Source: an optimization exercise on an open RTL-to-GDS flow (aim: small area). Production flows keep margins and buffers that such runs may drop.
The RTL was checked by simulation tests, not by an equivalence proof against the original design.

wip/lagoon:
==> flow/design.v (excerpt) <==
module basemul(
  input clk,
  input set,
  input wire signed [15:0] a1,
  input wire signed [15:0] a0,
  input wire signed [15:0] b1,
  input wire signed [15:0] b0,
  input wire signed [15:0] zeta,
  output wire signed [15:0] t1,
  output wire signed [15:0] t0
);
  reg a1_0_s1;
  reg a0_0_s1;
  reg b1_0_s1;
  reg b1_1_s1;
  reg b1_1_s2;
  reg b1_2_s1;
  reg b1_3_s1;
  reg b1_3_s2;
  reg b1_4_s1;
  reg b1_5_s1;
  reg b1_5_s2;
  reg b1_6_s1;
  reg b1_7_s1;
  reg b1_7_s2;
  reg b1_8_s1;
  reg b1_9_s1;
  reg b1_9_s2;
  reg b1_10_s1;
  reg b1_11_s1;
  reg b1_11_s2;
  reg b1_12_s1;
  reg b1_13_s1;
  reg b1_13_s2;
  reg b1_14_s1;
  reg b1_15_s1;
  reg b1_15_s2;
  reg b0_0_s1;
  reg b0_1_s1;
  reg b0_2_s1;
  reg b0_3_s1;
  reg b0_4_s1;
  reg b0_5_s1;
  reg b0_6_s1;
  reg b0_7_s1;
  reg b0_8_s1;
  reg b0_9_s1;
  reg b0_10_s1;
  reg b0_11_s1;
  reg b0_12_s1;
  reg b0_13_s1;
  reg b0_14_s1;
  reg b0_15_s1;
  reg zeta_0_s1;
  reg zeta_1_s1;
  reg zeta_2_s1;
  reg zeta_3_s1;
  reg zeta_4_s1;
  reg zeta_5_s1;
  reg zeta_6_s1;
  reg zeta_7_s1;
  reg zeta_8_s1;
  reg zeta_9_s1;
  reg zeta_10_s1;
  reg zeta_11_s1;
  reg zeta_12_s1;
  reg zeta_13_s1;
  reg zeta_14_s1;
  reg zeta_15_s1;
  reg n2_s1;
  reg n3_s1;
  reg n4_s1;
  reg n5_s1;
  reg n6_s1;
  reg n7_s1;
  reg n8_s1;
  reg n9_s1;
  reg n10_s1;
  reg n11_s1;
  reg n12_s1;
  reg n13_s1;
  reg n14_s1;
  reg n15_s1;
  reg n16_s1;
  reg n17_s1;
  reg n55_s1;
  reg n333_s2;
  ...
For scale: ~330 flip-flops, ~39000 sq um of cells after synthesis.
clock: 9.0 ns
lec_check: 0
cap_margin: 20
core_margin: 2
core_utilization: 65
cts_cluster_diameter: 100
cts_cluster_size: 30
slew_margin: 20
synth_hierarchical: 1
synth_minimum_keep_size: 0
standard.sh (not shown) runs the stock make flow with config.mk's settings and CLKGATE_MAP_FILE= SYNTH_SCRIPT=/design/flow/synth_recipe.tcl, a recipe that flattens the netlist after the stock synthesis.
==> flow/flow/run.sh <==
#!/bin/bash
# Own flow: the standard layout (standard synthesis unchanged), except that
# the input/output port buffers are the smallest buffer cell instead of the default,
# and after global routing cells on paths with positive slack are downsized (RECOVER_POWER).
set -euo pipefail
export BUFFER_PORTS_ARGS="-buffer_cell sky130_fd_sc_hd__buf_1"
export RECOVER_POWER=100
bash standard.sh finish > standard_flow.log 2>&1
Every stage of the flow completed for wip/lagoon, and the final layout passed the timing, design-rule and antenna checks.
What wip/fjord does differently from wip/lagoon at the input level:
# wip/lagoon
export LEC_CHECK = 0
export CAP_MARGIN = 20
export CORE_MARGIN = 2
export CORE_UTILIZATION = 65
export CTS_CLUSTER_DIAMETER = 100
export CTS_CLUSTER_SIZE = 30
export SLEW_MARGIN = 20
export SYNTH_HIERARCHICAL = 1
export SYNTH_MINIMUM_KEEP_SIZE = 0
create_clock -name core_clock -period 9.0 [get_ports {clk}]
# wip/fjord
export LEC_CHECK = 0
export CAP_MARGIN = 20
export CORE_MARGIN = 2
export CORE_UTILIZATION = 75
export CTS_CLUSTER_DIAMETER = 100
export CTS_CLUSTER_SIZE = 30
export SLEW_MARGIN = 20
export SYNTH_HIERARCHICAL = 1
export SYNTH_MINIMUM_KEEP_SIZE = 0
create_clock -name core_clock -period 9.0 [get_ports {clk}]
### Flow results
The maximum frequency of wip/fjord falls short of that of wip/lagoon by 1.1%.
Via count grows by a few percent when moving from wip/lagoon to wip/fjord.
Compared with wip/lagoon, in wip/fjord required time at the worst-slack endpoint level; multi-input combinational cell count level; clock skew moved down; largest net degree at the start of global routing moved up.
When wip/fjord is measured against wip/lagoon, its quantity of gates resized following cts turns out 1 lower.
Going from wip/lagoon to wip/fjord, number of placed instances, taps included shrank by a few percent.
The sequential share of cell area was comparable across wip/fjord and wip/lagoon.
met4 as the uppermost layer routed was reported by wip/fjord, and met5 by wip/lagoon.
wip/lagoon -> wip/fjord: max-cap check violation count delta 0, exact match
Modified inputs, wip/violet compared to wip/fjord
# wip/fjord
export LEC_CHECK = 0
export CAP_MARGIN = 20
export CORE_MARGIN = 2
export CORE_UTILIZATION = 75
export CTS_CLUSTER_DIAMETER = 100
export CTS_CLUSTER_SIZE = 30
export SLEW_MARGIN = 20
export SYNTH_HIERARCHICAL = 1
export SYNTH_MINIMUM_KEEP_SIZE = 0
create_clock -name core_clock -period 9.0 [get_ports {clk}]
# wip/violet
export LEC_CHECK = 0
export CAP_MARGIN = 20
export CORE_MARGIN = 2
export CORE_UTILIZATION = 40
export CTS_CLUSTER_DIAMETER = 100
export CTS_CLUSTER_SIZE = 30
export SLEW_MARGIN = 20
export SYNTH_HIERARCHICAL = 1
export SYNTH_MINIMUM_KEEP_SIZE = 0
create_clock -name core_clock -period 9.0 [get_ports {clk}]
Notes after the runs:
- wip/violet ended with more routed wire length than wip/fjord.
- Lower routed length on met1 among wip/violet and wip/fjord: wip/fjord
- A worst setup path endpoint of n2277_s2$_DFF_P_ is what wip/fjord shows, while n3766_s2$_DFF_P_ belongs to wip/violet.
- wip/violet against wip/fjord: final critical path time including I/O delays and setup decreased 54 ps, utilization after layout decreased by 37 points relative to the old numbers.
Input changes introduced in wip/garnet (baseline for comparison: wip/violet):
==> flow/run.sh (new file) <==
#!/bin/bash
# synth_recipe.tcl (not shown) runs the flow's synth.tcl, then flattens the netlist and writes it again
# the make line also repeats each setting of config.mk as NAME=value (left out here)
make -C /OpenROAD-flow-scripts/flow DESIGN_CONFIG=/design/flow/config.mk WORK_HOME=/design/flow/orfs CLKGATE_MAP_FILE= SYNTH_SCRIPT=/design/flow/synth_recipe.tcl finish
removed: flow/flow/run.sh
removed: flow/standard.sh
Notes after the runs:
wip/garnet | stages: all done | timing, DRC, antenna: all pass. Comparing wip/violet and wip/garnet, initial antenna violation count is higher on wip/garnet. wip/violet → wip/garnet: post-route clock period utilization fell by 0.21 points. wip/violet and wip/garnet ended up with nearly the same instance count after placement with tap cells included. Compared wip/violet against wip/garnet; later-pin clock latency in the skew report within noise. Post-route standard cell area excluding fillers grows slightly when moving from wip/violet to wip/garnet. Compared with wip/violet, wip/garnet has extra setup slack. [compare] base=wip/violet new=wip/garnet: non-clock buffer count up about 2.2%; layout cell share with drive strength beyond 1 up 0.61 points.


== the baseline ==
Starting RTL as in the previous note.
Settings: LEC_CHECK=0, CAP_MARGIN=20, CORE_MARGIN=2, CORE_UTILIZATION=40, CTS_CLUSTER_DIAMETER=100, CTS_CLUSTER_SIZE=30, GPL_TIMING_DRIVEN=0, SLEW_MARGIN=20, SYNTH_HIERARCHICAL=1, SYNTH_MINIMUM_KEEP_SIZE=0; clock period 9.0 ns.
run.sh (not shown) runs the stock make flow with config.mk's settings and CLKGATE_MAP_FILE= SYNTH_SCRIPT=/design/flow/synth_recipe.tcl, a recipe that flattens the netlist after the stock synthesis.
Stock flow here: none of the scripts above is used.
diff inputs: the baseline => the candidate
Settings: removing GPL_TIMING_DRIVEN (formerly 0); changing CORE_UTILIZATION from 40 to 85.
==> flow/flow/run.sh (new file) <==
#!/bin/bash
# Own flow: the standard layout (standard synthesis unchanged), except that
# the input/output port buffers are the smallest buffer cell instead of the default,
# and after global routing cells on paths with positive slack are downsized (RECOVER_POWER).
set -euo pipefail
export BUFFER_PORTS_ARGS="-buffer_cell sky130_fd_sc_hd__buf_1"
export RECOVER_POWER=100
bash standard.sh finish > standard_flow.log 2>&1
==> flow/standard.sh (new file) <==
#!/bin/bash
# synth_recipe.tcl (not shown) runs the flow's synth.tcl, then flattens the netlist and writes it again
# the make line also repeats each setting of config.mk as NAME=value (left out here)
make -C /OpenROAD-flow-scripts/flow DESIGN_CONFIG=/design/flow/config.mk WORK_HOME=/design/flow/orfs CLKGATE_MAP_FILE= SYNTH_SCRIPT=/design/flow/synth_recipe.tcl "${@:-finish}"
removed: flow/run.sh
Findings:
The candidate: GRT-0116 in global routing -> run aborted
[compare] base=the baseline new=the candidate: HPWL after detailed placement grew by 22%, number of standard-cell rows in the floorplan down 36, synthesized cell count saw little to no change, die extent in y decreased about 30%, async set-reset flop share out of synthesis roughly the same.
Compared the candidate vs the baseline, and number of instances resized during post-cts repair is down in the candidate.
Relative to the baseline, buffers inserted during post-CTS setup optimization decreased by 50 in the candidate.
Compared to the baseline, the candidate has initial core utilization 46 points higher.
Between the baseline and the candidate, minimum setup slack after placement is higher for the candidate, the baseline comes in under that.
From the baseline to the candidate the numbers moved as follows: final weighted congestion in routability-driven placement rose by 19%; cell count after placement dropped 12%.


Starting RTL as in the previous note.
Settings: LEC_CHECK=0, CAP_MARGIN=20, CORE_MARGIN=2, CORE_UTILIZATION=40, CTS_CLUSTER_DIAMETER=100, CTS_CLUSTER_SIZE=30, SLEW_MARGIN=20, SYNTH_HIERARCHICAL=1, SYNTH_MINIMUM_KEEP_SIZE=0; clock period 9.0 ns.
standard.sh (not shown) runs the stock make flow with config.mk's settings and CLKGATE_MAP_FILE= SYNTH_SCRIPT=/design/flow/synth_recipe.tcl, a recipe that flattens the netlist after the stock synthesis.
==> flow/flow/run.sh <==
#!/bin/bash
# Own flow: the standard layout (standard synthesis unchanged), except that
# the input/output port buffers are the smallest buffer cell instead of the default.
set -euo pipefail
export BUFFER_PORTS_ARGS="-buffer_cell sky130_fd_sc_hd__buf_1"
bash standard.sh finish > standard_flow.log 2>&1
Next try:
==> flow/run.sh (new file) <==
#!/bin/bash
# synth_recipe.tcl (not shown) runs the flow's synth.tcl, then flattens the netlist and writes it again
# the make line also repeats each setting of config.mk as NAME=value (left out here)
make -C /OpenROAD-flow-scripts/flow DESIGN_CONFIG=/design/flow/config.mk WORK_HOME=/design/flow/orfs CLKGATE_MAP_FILE= SYNTH_SCRIPT=/design/flow/synth_recipe.tcl finish
Settings changed: CAP_MARGIN 20 to 0, SLEW_MARGIN 20 to 0.
removed: flow/flow/run.sh
removed: flow/standard.sh
Outcome: The changed run went through all stages and came out clean. Cell count is about the same. Setup slack improves by 13 ps. Global-route usage goes down by 0.19 points. Wire length is about the same. Area after synthesis is unchanged. Design area goes up slightly. Clock-buffer cell count goes up by 2. Fmax is about the same.

-- afterwards: timing with drivers on the ports --
Ports are ideal in the flow. The routed layouts listed here were re-timed in OpenROAD. Step 1, drivers: a clkbuf_16 drives clk and a buf_2 each remaining input, both assumed. Step 2 moves the port delays by t, midway between the first and last clock arrival at a register: inputs arrive t later, outputs are due t later. That takes back most of the time a late clock gives input paths. a / b / c = ideal ports / drivers / drivers and shift; a / b = the first two.
run	shift t [ns]	setup slack, ns	worst register clock-pin slew, ns	worst slew at a driven data input, ns	pins driven straight from the clock port
wip/lagoon	0.646	0.264 / 0.264 / 0.264	0.11 / 0.11	0.04	1
wip/fjord	0.624	0.171 / 0.171 / 0.171	0.11 / 0.11	0.04	1
wip/violet	0.678	0.225 / 0.225 / 0.225	0.11 / 0.11	0.10	1
wip/garnet	0.655	0.244 / 0.244 / 0.244	0.11 / 0.11	0.15	1
the baseline	0.637	0.216 / 0.216 / 0.216	0.12 / 0.12	0.10	1
the first run of note 3	0.679	0.231 / 0.231 / 0.231	0.12 / 0.12	0.12	1
the second run of note 3	0.655	0.244 / 0.244 / 0.244	0.11 / 0.11	0.15	1
After both steps setup and hold are still met in every run listed.
